Source: an optimization exercise on an open RTL-to-GDS flow (aim: small area). Production flows keep margins and buffers that such runs may drop. Only simulation tests tie the RTL to the original design; equivalence was not proved.

==> inputs of run C <==
==> flow/design.v (excerpt) <==
module tx_upconverter(
  input clk,
  input rst,
  input [31:0] frequency,
  input signed [19:0] x_real,
  input signed [19:0] x_imag,
  output req,
  output signed [15:0] out_I,
  output signed [15:0] out_Q
  );
  wire signed [16:0] sum_p, sum_m;    
  CicInterpM5 in2 (
    .clock(clk),
    .rst(rst),
    .req(req),
    .x_real(x_real),
    .x_imag(x_imag),
    .p_out(sum_p),
    .m_out(sum_m)
    );
  cpl_cordic cordic_inst (
    .clock(clk),
    .frequency(frequency),
    .in_p(sum_p),
    .in_m(sum_m),
    .out_data_I(out_I),
    .out_data_Q(out_Q)
    );
endmodule
==> flow/config.mk <==
export PLATFORM = sky130hd
export DESIGN_NAME = tx_upconverter
export DESIGN_NICKNAME = tx_upconverter
export VERILOG_FILES = /design/flow/design.v
export SDC_FILE = /design/flow/constraint.sdc
export NUM_CORES = 4
export LEC_CHECK = 0
export CAP_MARGIN = 20
export CORE_MARGIN = 2
export CORE_UTILIZATION = 60
export CTS_CLUSTER_DIAMETER = 100
export CTS_CLUSTER_SIZE = 30
export SLEW_MARGIN = 20
==> flow/constraint.sdc <==
create_clock -name core_clock -period 6.0 [get_ports {clk}]
set_input_delay 1.2000 -clock core_clock [delete_from_list [all_inputs] [get_ports {clk}]]
set_output_delay 1.2000 -clock core_clock [all_outputs]
set_load 0.01 [all_outputs]
run.sh (not shown) runs the stock make flow with config.mk's settings and CLKGATE_MAP_FILE= SYNTH_SCRIPT=/design/flow/synth_recipe.tcl, a recipe that flattens the netlist after the stock synthesis.
==> inputs of run R, as changes to run C <==
--- a/flow/design.v
+++ b/flow/design.v
@@ -30,21 +30,21 @@
                 counter <= counter + 1'd1;
                 req <= 1'b0;
             end
         end
     end
-    wire wr_new  = (counter >= 8'd173) && (counter <= 8'd192);    
-    wire ser_b0  = (counter == 8'd173);                           
-    wire ser_b1  = (counter == 8'd174);
-    wire ser_b19 = (counter == 8'd192);                           
-    wire ser_ext = (counter >= 8'd193) && (counter <= 8'd196);    
-    wire [4:0] bidx = counter[4:0] - 5'd13;                       
+    wire wr_new  = (counter >= 8'd172) && (counter <= 8'd191);    
+    wire ser_b0  = (counter == 8'd172);                           
+    wire ser_b1  = (counter == 8'd173);
+    wire ser_b19 = (counter == 8'd191);                           
+    wire ser_ext = (counter >= 8'd192) && (counter <= 8'd195);    
+    wire [4:0] bidx = counter[4:0] - 5'd12;                       
     wire [3:0] ld;
-    assign ld[0] = (counter == 8'd197);
-    assign ld[1] = (counter == 8'd198);
-    assign ld[2] = (counter == 8'd199);
-    assign ld[3] = (counter == 8'd0) && (ev != 4'd0);
+    assign ld[0] = (counter == 8'd196);
+    assign ld[1] = (counter == 8'd197);
+    assign ld[2] = (counter == 8'd198);
+    assign ld[3] = (counter == 8'd199);
     wire [4:0] mv = {ev >= 4'd9, ev >= 4'd8, ev >= 4'd7, ev >= 4'd6, ev >= 4'd5};
     wire [15:0] yr, yi;        
     cic_chan ch_r (.clk(clock), .rst(rst), .x(x_real), .wr_new(wr_new), .bidx(bidx),
                    .ser_b0(ser_b0), .ser_b1(ser_b1), .ser_b19(ser_b19), .ser_ext(ser_ext),
                    .ld(ld), .mv(mv), .y(yr));
@@ -308,12 +308,12 @@
 module cpl_cordic(
   input clock,
   input [31:0] frequency,
   input signed [16:0] in_p,
   input signed [16:0] in_m,
-  output signed [15:0] out_data_I,
-  output signed [15:0] out_data_Q
+  output reg signed [15:0] out_data_I,
+  output reg signed [15:0] out_data_Q
   );
 localparam WR = 23;    
 localparam WZ = 20;    
 localparam STG = 19;   
 localparam WT = 32;
@@ -355,16 +355,13 @@
 always @(posedge clock)
   if (frequency == 32'd0)
     phase <= 32'd0;      
   else
     phase <= phase_sum;
-reg [20:0] pd0, pd;
+reg [20:0] pd;
 always @(posedge clock)
-  begin
-  pd0 <= phase[31:11];
-  pd <= pd0;
-  end
+  pd <= phase[31:11];
 wire [1:0] quadrant = pd[20:19];
 wire [17:0] p18 = {in_p[16], in_p};
 wire [17:0] m18 = {in_m[16], in_m};
 wire [17:0] xv = quadrant[0] ? p18 : m18;
 wire [17:0] yv = quadrant[0] ? m18 : p18;
@@ -397,15 +394,12 @@
     wire [WR-1:0] Y_shr = {{(n+1){Y[n][WR-1]}}, Y[n][WR-1:n+1]};
     wire [WZ-2-n:0] atan = atan_table[n+1][WT-2-n:WT-WZ] + atan_table[n+1][WT-WZ-1];
     wire zs = Z[n][WZ-1-n];
     localparam LZ = (n == 0) ? 4 : (n == 1) ? 2 : 0;
     wire [WR-1:0] xn, yn;
-    wire [WR-1:LZ] xnc, ync;
-    cadd #(.W(WR-LZ), .B0(7), .B(8)) ax (.a(~X[n][WR-1:LZ]), .b(Y_shr[WR-1:LZ] ^ {(WR-LZ){zs}}), .ci(Y[n][n] ^ zs), .s(xnc));
-    cadd #(.W(WR-LZ), .B0(7), .B(8)) ay (.a(~Y[n][WR-1:LZ]), .b(X_shr[WR-1:LZ] ^ {(WR-LZ){~zs}}),  .ci(X[n][n] ^ ~zs),  .s(ync));
-    assign xn[WR-1:LZ] = ~xnc;
-    assign yn[WR-1:LZ] = ~ync;
+    cadd #(.W(WR-LZ), .B0(7), .B(8)) ax (.a(X[n][WR-1:LZ]), .b(Y_shr[WR-1:LZ] ^ {(WR-LZ){~zs}}), .ci(Y[n][n] ^ ~zs), .s(xn[WR-1:LZ]));
+    cadd #(.W(WR-LZ), .B0(7), .B(8)) ay (.a(Y[n][WR-1:LZ]), .b(X_shr[WR-1:LZ] ^ {(WR-LZ){zs}}),  .ci(X[n][n] ^ zs),  .s(yn[WR-1:LZ]));
     if (LZ > 0)
       begin : lz
       assign xn[LZ-1:0] = {LZ{1'b0}};
       assign yn[LZ-1:0] = {LZ{1'b0}};
       end
@@ -433,12 +427,15 @@
 radd #(7) lx (.a(X[STG-2][6:0]), .b({~sux, sux, ux}), .ci(Y[STG-2][STG-2] ^ ~zs17), .s(lox), .co(cox));
 radd #(7) ly (.a(Y[STG-2][6:0]), .b({~suy, suy, uy}), .ci(X[STG-2][STG-2] ^ zs17),  .s(loy), .co(coy));
 wire [15:0] xr, yr;
 cinc #(16) ix (.a(X[STG-2][WR-1:7]), .ci(cox), .s(xr));
 cinc #(16) iy (.a(Y[STG-2][WR-1:7]), .ci(coy), .s(yr));
-assign out_data_I = xr;
-assign out_data_Q = yr;
+always @(posedge clock)
+  begin
+  out_data_I <= xr;
+  out_data_Q <= yr;
+  end
 endmodule
 module tx_upconverter(
   input clk,
   input rst,
   input [31:0] frequency,
CORE_UTILIZATION = 40   (was 60)
CTS_CLUSTER_DIAMETER = 80   (was 100)
CTS_CLUSTER_SIZE = 25   (was 30)
==> inputs of run X, as changes to run C <==
--- a/flow/design.v
+++ b/flow/design.v
@@ -2,12 +2,12 @@
     input clock,
     input rst,                   
     output reg req,              
     input signed [19:0] x_real,  
     input signed [19:0] x_imag,
-    output reg signed [16:0] p_out,    
-    output reg signed [16:0] m_out     
+    output signed [15:0] y_real,   
+    output signed [15:0] y_imag
     );
     reg [7:0] counter;
     reg [3:0] ev;            
     always @(posedge clock)
     begin
@@ -30,39 +30,31 @@
                 counter <= counter + 1'd1;
                 req <= 1'b0;
             end
         end
     end
-    wire wr_new  = (counter >= 8'd173) && (counter <= 8'd192);    
-    wire ser_b0  = (counter == 8'd173);                           
-    wire ser_b1  = (counter == 8'd174);
-    wire ser_b19 = (counter == 8'd192);                           
-    wire ser_ext = (counter >= 8'd193) && (counter <= 8'd196);    
-    wire [4:0] bidx = counter[4:0] - 5'd13;                       
+    wire wr_new  = (counter >= 8'd174) && (counter <= 8'd193);    
+    wire ser_b0  = (counter == 8'd174);                           
+    wire ser_b1  = (counter == 8'd175);
+    wire ser_b19 = (counter == 8'd193);                           
+    wire ser_ext = (counter >= 8'd194) && (counter <= 8'd197);    
+    wire [4:0] bidx = counter[4:0] - 5'd14;                       
     wire [3:0] ld;
-    assign ld[0] = (counter == 8'd197);
-    assign ld[1] = (counter == 8'd198);
-    assign ld[2] = (counter == 8'd199);
-    assign ld[3] = (counter == 8'd0) && (ev != 4'd0);
+    assign ld[0] = (counter == 8'd198);
+    assign ld[1] = (counter == 8'd199);
+    assign ld[2] = (counter == 8'd0) && (ev != 4'd0);
+    assign ld[3] = (counter == 8'd1) && (ev != 4'd0);
     wire [4:0] mv = {ev >= 4'd9, ev >= 4'd8, ev >= 4'd7, ev >= 4'd6, ev >= 4'd5};
     wire [15:0] yr, yi;        
     cic_chan ch_r (.clk(clock), .rst(rst), .x(x_real), .wr_new(wr_new), .bidx(bidx),
                    .ser_b0(ser_b0), .ser_b1(ser_b1), .ser_b19(ser_b19), .ser_ext(ser_ext),
                    .ld(ld), .mv(mv), .y(yr));
     cic_chan ch_i (.clk(clock), .rst(rst), .x(x_imag), .wr_new(wr_new), .bidx(bidx),
                    .ser_b0(ser_b0), .ser_b1(ser_b1), .ser_b19(ser_b19), .ser_ext(ser_ext),
                    .ld(ld), .mv(mv), .y(yi));
-    wire [16:0] yi17 = {yi[15], yi};
-    wire [16:0] yr17 = {yr[15], yr};
-    wire [16:0] psum, msum;
-    cadd #(.W(17), .B0(8), .B(9)) padd (.a(yi17), .b(yr17), .ci(1'b0), .s(psum));
-    cadd #(.W(17), .B0(8), .B(9)) madd (.a(yi17), .b(~yr17), .ci(1'b1), .s(msum));
-    always @(posedge clock)
-    begin
-        p_out <= psum;
-        m_out <= msum;
-    end
+    assign y_real = yr;
+    assign y_imag = yi;
 endmodule
 module cic_chan(
     input clk,
     input rst,
     input [19:0] x,
@@ -218,80 +210,68 @@
     always @(posedge clk)
     begin
         if (rst)
         begin
             y2s0 <= 10'd0;
-            c2s1 <= 0;
             y2s1 <= 10'd0;
-            c2s2 <= 0;
             y2s2 <= 10'd0;
-            c2s3 <= 0;
             y2s3 <= 1'd0;
             y3s0 <= 10'd0;
-            c3s1 <= 0;
             y3s1 <= 10'd0;
-            c3s2 <= 0;
             y3s2 <= 10'd0;
-            c3s3 <= 0;
             y3s3 <= 7'd0;
-            y3sd1 <= 0;
             y4s0 <= 10'd0;
-            c4s1 <= 0;
             y4s1 <= 10'd0;
-            c4s2 <= 0;
             y4s2 <= 10'd0;
-            c4s3 <= 0;
             y4s3 <= 10'd0;
-            c4s4 <= 0;
             y4s4 <= 4'd0;
             y5s0 <= 10'd0;
-            c5s1 <= 0;
             y5s1 <= 10'd0;
-            c5s2 <= 0;
             y5s2 <= 10'd0;
-            c5s3 <= 0;
             y5s3 <= 10'd16;
-            c5s4 <= 0;
             y5s4 <= 11'd0;
         end
         else
         begin
             y2s0 <= n2s0;
-            c2s1 <= o2s0;
             y2s1 <= n2s1;
-            c2s2 <= o2s1;
             y2s2 <= n2s2;
-            c2s3 <= o2s2;
             y2s3 <= n2s3;
             y3s0 <= n3s0;
-            c3s1 <= o3s0;
             y3s1 <= n3s1;
-            c3s2 <= o3s1;
             y3s2 <= n3s2;
-            c3s3 <= o3s2;
             y3s3 <= n3s3;
-            y3sd1 <= y3s3[6];
             y4s0 <= n4s0;
-            c4s1 <= o4s0;
             y4s1 <= n4s1;
-            c4s2 <= o4s1;
             y4s2 <= n4s2;
-            c4s3 <= o4s2;
             y4s3 <= n4s3;
-            c4s4 <= o4s3;
             y4s4 <= n4s4;
             y5s0 <= n5s0;
-            c5s1 <= o5s0;
             y5s1 <= n5s1;
-            c5s2 <= o5s1;
             y5s2 <= n5s2;
-            c5s3 <= o5s2;
             y5s3 <= n5s3;
-            c5s4 <= o5s3;
             y5s4 <= n5s4;
         end
     end
+    always @(posedge clk)
+    begin
+        c2s1 <= o2s0;
+        c2s2 <= o2s1;
+        c2s3 <= o2s2;
+        c3s1 <= o3s0;
+        c3s2 <= o3s1;
+        c3s3 <= o3s2;
+        y3sd1 <= y3s3[6];
+        c4s1 <= o4s0;
+        c4s2 <= o4s1;
+        c4s3 <= o4s2;
+        c4s4 <= o4s3;
+        c5s1 <= o5s0;
+        c5s2 <= o5s1;
+        c5s3 <= o5s2;
+        c5s4 <= o5s3;
+    end
     reg ob39d1;
     reg ob38d1;
     reg ob37d1;
     reg ob36d1;
     reg ob35d1;
@@ -306,12 +286,12 @@
     assign y = {y5s4[10], y5s4[9], y5s4[8], y5s4[7], y5s4[6], y5s4[5], y5s4[4], y5s4[3], y5s4[2], y5s4[1], y5s4[0], ob39d1, ob38d1, ob37d1, ob36d1, ob35d1};
 endmodule
 module cpl_cordic(
   input clock,
   input [31:0] frequency,
-  input signed [16:0] in_p,
-  input signed [16:0] in_m,
+  input signed [15:0] in_data_I,
+  input signed [15:0] in_data_Q,
   output signed [15:0] out_data_I,
   output signed [15:0] out_data_Q
   );
 localparam WR = 23;    
 localparam WZ = 20;    
@@ -362,26 +342,37 @@
   begin
   pd0 <= phase[31:11];
   pd <= pd0;
   end
 wire [1:0] quadrant = pd[20:19];
+wire [16:0] i17 = {in_data_I[15], in_data_I};
+wire [16:0] q17 = {in_data_Q[15], in_data_Q};
+wire [16:0] in_p, in_m;
+cadd #(.W(17), .B0(6), .B(6)) padd (.a(i17), .b(q17), .ci(1'b0), .s(in_p));
+cadd #(.W(17), .B0(6), .B(6)) madd (.a(i17), .b(~q17), .ci(1'b1), .s(in_m));
 wire [17:0] p18 = {in_p[16], in_p};
 wire [17:0] m18 = {in_m[16], in_m};
 wire [17:0] xv = quadrant[0] ? p18 : m18;
 wire [17:0] yv = quadrant[0] ? m18 : p18;
 wire xneg = quadrant[1] ^ quadrant[0];
 wire yneg = quadrant[1];
-wire [17:0] xlow, ylow;      
-assign xlow[0] = 1'b0;
-assign ylow[0] = 1'b0;
-genvar j;
-generate
-  for (j = 1; j < 18; j = j + 1) begin : neg
-    assign xlow[j] = xlow[j-1] | xv[j-1];
-    assign ylow[j] = ylow[j-1] | yv[j-1];
+wire [17:0] xlow, ylow;
+assign xlow = {pfx_or18(xv[16:0]), 1'b0};
+assign ylow = {pfx_or18(yv[16:0]), 1'b0};
+function [16:0] pfx_or18;    
+  input [16:0] v;
+  integer lv, b;
+  reg [16:0] t;
+  begin
+    t = v;
+    for (lv = 1; lv < 17; lv = lv * 2)
+      for (b = 16; b >= 0; b = b - 1)
+        if ((b / lv) % 2 == 1)
+          t[b] = t[b] | t[(b / lv) * lv - 1];
+    pfx_or18 = t;
   end
-endgenerate
+endfunction
 reg [WR-1:0] X [0:STG-1];
 reg [WR-1:0] Y [0:STG-1];
 reg [WZ-1:0] Z [0:STG-1];
 always @(posedge clock)
   begin
@@ -397,15 +388,12 @@
     wire [WR-1:0] Y_shr = {{(n+1){Y[n][WR-1]}}, Y[n][WR-1:n+1]};
     wire [WZ-2-n:0] atan = atan_table[n+1][WT-2-n:WT-WZ] + atan_table[n+1][WT-WZ-1];
     wire zs = Z[n][WZ-1-n];
     localparam LZ = (n == 0) ? 4 : (n == 1) ? 2 : 0;
     wire [WR-1:0] xn, yn;
-    wire [WR-1:LZ] xnc, ync;
-    cadd #(.W(WR-LZ), .B0(7), .B(8)) ax (.a(~X[n][WR-1:LZ]), .b(Y_shr[WR-1:LZ] ^ {(WR-LZ){zs}}), .ci(Y[n][n] ^ zs), .s(xnc));
-    cadd #(.W(WR-LZ), .B0(7), .B(8)) ay (.a(~Y[n][WR-1:LZ]), .b(X_shr[WR-1:LZ] ^ {(WR-LZ){~zs}}),  .ci(X[n][n] ^ ~zs),  .s(ync));
-    assign xn[WR-1:LZ] = ~xnc;
-    assign yn[WR-1:LZ] = ~ync;
+    cadd #(.W(WR-LZ), .B0(7), .B(8)) ax (.a(X[n][WR-1:LZ]), .b(Y_shr[WR-1:LZ] ^ {(WR-LZ){~zs}}), .ci(Y[n][n] ^ ~zs), .s(xn[WR-1:LZ]));
+    cadd #(.W(WR-LZ), .B0(7), .B(8)) ay (.a(Y[n][WR-1:LZ]), .b(X_shr[WR-1:LZ] ^ {(WR-LZ){zs}}),  .ci(X[n][n] ^ zs),  .s(yn[WR-1:LZ]));
     if (LZ > 0)
       begin : lz
       assign xn[LZ-1:0] = {LZ{1'b0}};
       assign yn[LZ-1:0] = {LZ{1'b0}};
       end
@@ -415,11 +403,11 @@
       Y[n+1] <= yn;
       end
     if (n < STG-2)
       begin : angles
       wire [WZ-2-n:0] zn;
-      cadd #(.W(WZ-1-n), .B0(7), .B(8)) az (.a(Z[n][WZ-2-n:0]), .b(atan ^ {(WZ-1-n){~zs}}), .ci(~zs), .s(zn));
+      cadd #(.W(WZ-1-n), .B0((WZ-1-n <= 15) ? 11 : 7), .B(8)) az (.a(Z[n][WZ-2-n:0]), .b(atan ^ {(WZ-1-n){~zs}}), .ci(~zs), .s(zn));
       always @(posedge clock)
         Z[n+1][WZ-2-n:0] <= zn;
       end
     end
 endgenerate
@@ -446,25 +434,25 @@
   input signed [19:0] x_imag,
   output req,
   output signed [15:0] out_I,
   output signed [15:0] out_Q
   );
-  wire signed [16:0] sum_p, sum_m;    
+  wire signed [15:0] y2_r, y2_i;
   CicInterpM5 in2 (
     .clock(clk),
     .rst(rst),
     .req(req),
     .x_real(x_real),
     .x_imag(x_imag),
-    .p_out(sum_p),
-    .m_out(sum_m)
+    .y_real(y2_r),
+    .y_imag(y2_i)
     );
   cpl_cordic cordic_inst (
     .clock(clk),
     .frequency(frequency),
-    .in_p(sum_p),
-    .in_m(sum_m),
+    .in_data_I(y2_i),
+    .in_data_Q(y2_r),
     .out_data_I(out_I),
     .out_data_Q(out_Q)
     );
 endmodule
 module cadd #(parameter W = 23, parameter B0 = 12, parameter B = 11) (
GPL_TIMING_DRIVEN = 0   (was default)
==> comparison table <==
quantity	run R	run C	run X
Status	no timing/DRC/antenna violations	no timing/DRC/antenna violations	no timing/DRC/antenna violations
Final instance area	98,800 sq um	96,200 sq um	95,800 sq um
Worst clock skew on the final layout	55.7 ps	25.8 ps	32.0 ps
Via count of the first global-routing pass	48.7k	46.8k	48.0k
Compound-Gate Fraction of Synth Area	1.08%	1.02%	1.01%
Routed length on met3	2950 um	2680 um	3170 um
Post-CTS Resized	0	10	119
Floorplan die height	479 um	389 um	389 um
Number of well taps	2,992	1,930	1,930
Post-synthesis xor/xnor area fraction	11.6%	11.1%	11.6%
Worst-case setup margin in the final layout	217 ps	212 ps	123 ps
Post-synthesis sequential area ratio	44.3%	44.5%	43.9%
Multi-input logic portion of the cell area	46.3%	47.9%	47.6%
Cell area after technology mapping	90,200 sq um	89,200 sq um	89,000 sq um

re-timing with driven ports:
How much do the figures lean on ideal ports? The routed layouts below were timed once more, with nothing changed but the port constraints.
Step 1, drivers: a clkbuf_16 drives clk and a buf_2 each remaining input, both assumed.
Step 2 times the ports against the registers' clock, not the clock port: input delays grow and output delays shrink by t, the midpoint of the rising clock arrivals with the driver on.
a / b / c = ideal ports / drivers / drivers and shift; a / b = the first two.
run	t, ns	setup slack, ns	worst hold slack (ns)	cell pins on the clock port's net
run C	0.792	0.212 / 0.262 / -0.518	0.321 / 0.321 / 0.321	1
run R	0.829	0.217 / 0.284 / -0.544	0.320 / 0.320 / 0.320	1
run X	0.774	0.123 / 0.172 / -0.601	0.322 / 0.322 / 0.322	1
With both steps, setup timing fails in every run listed, where it was met with ideal ports. For run R, which loses most, drivers alone change the setup slack by +0.067 ns; drivers and shift together by -0.761 ns.
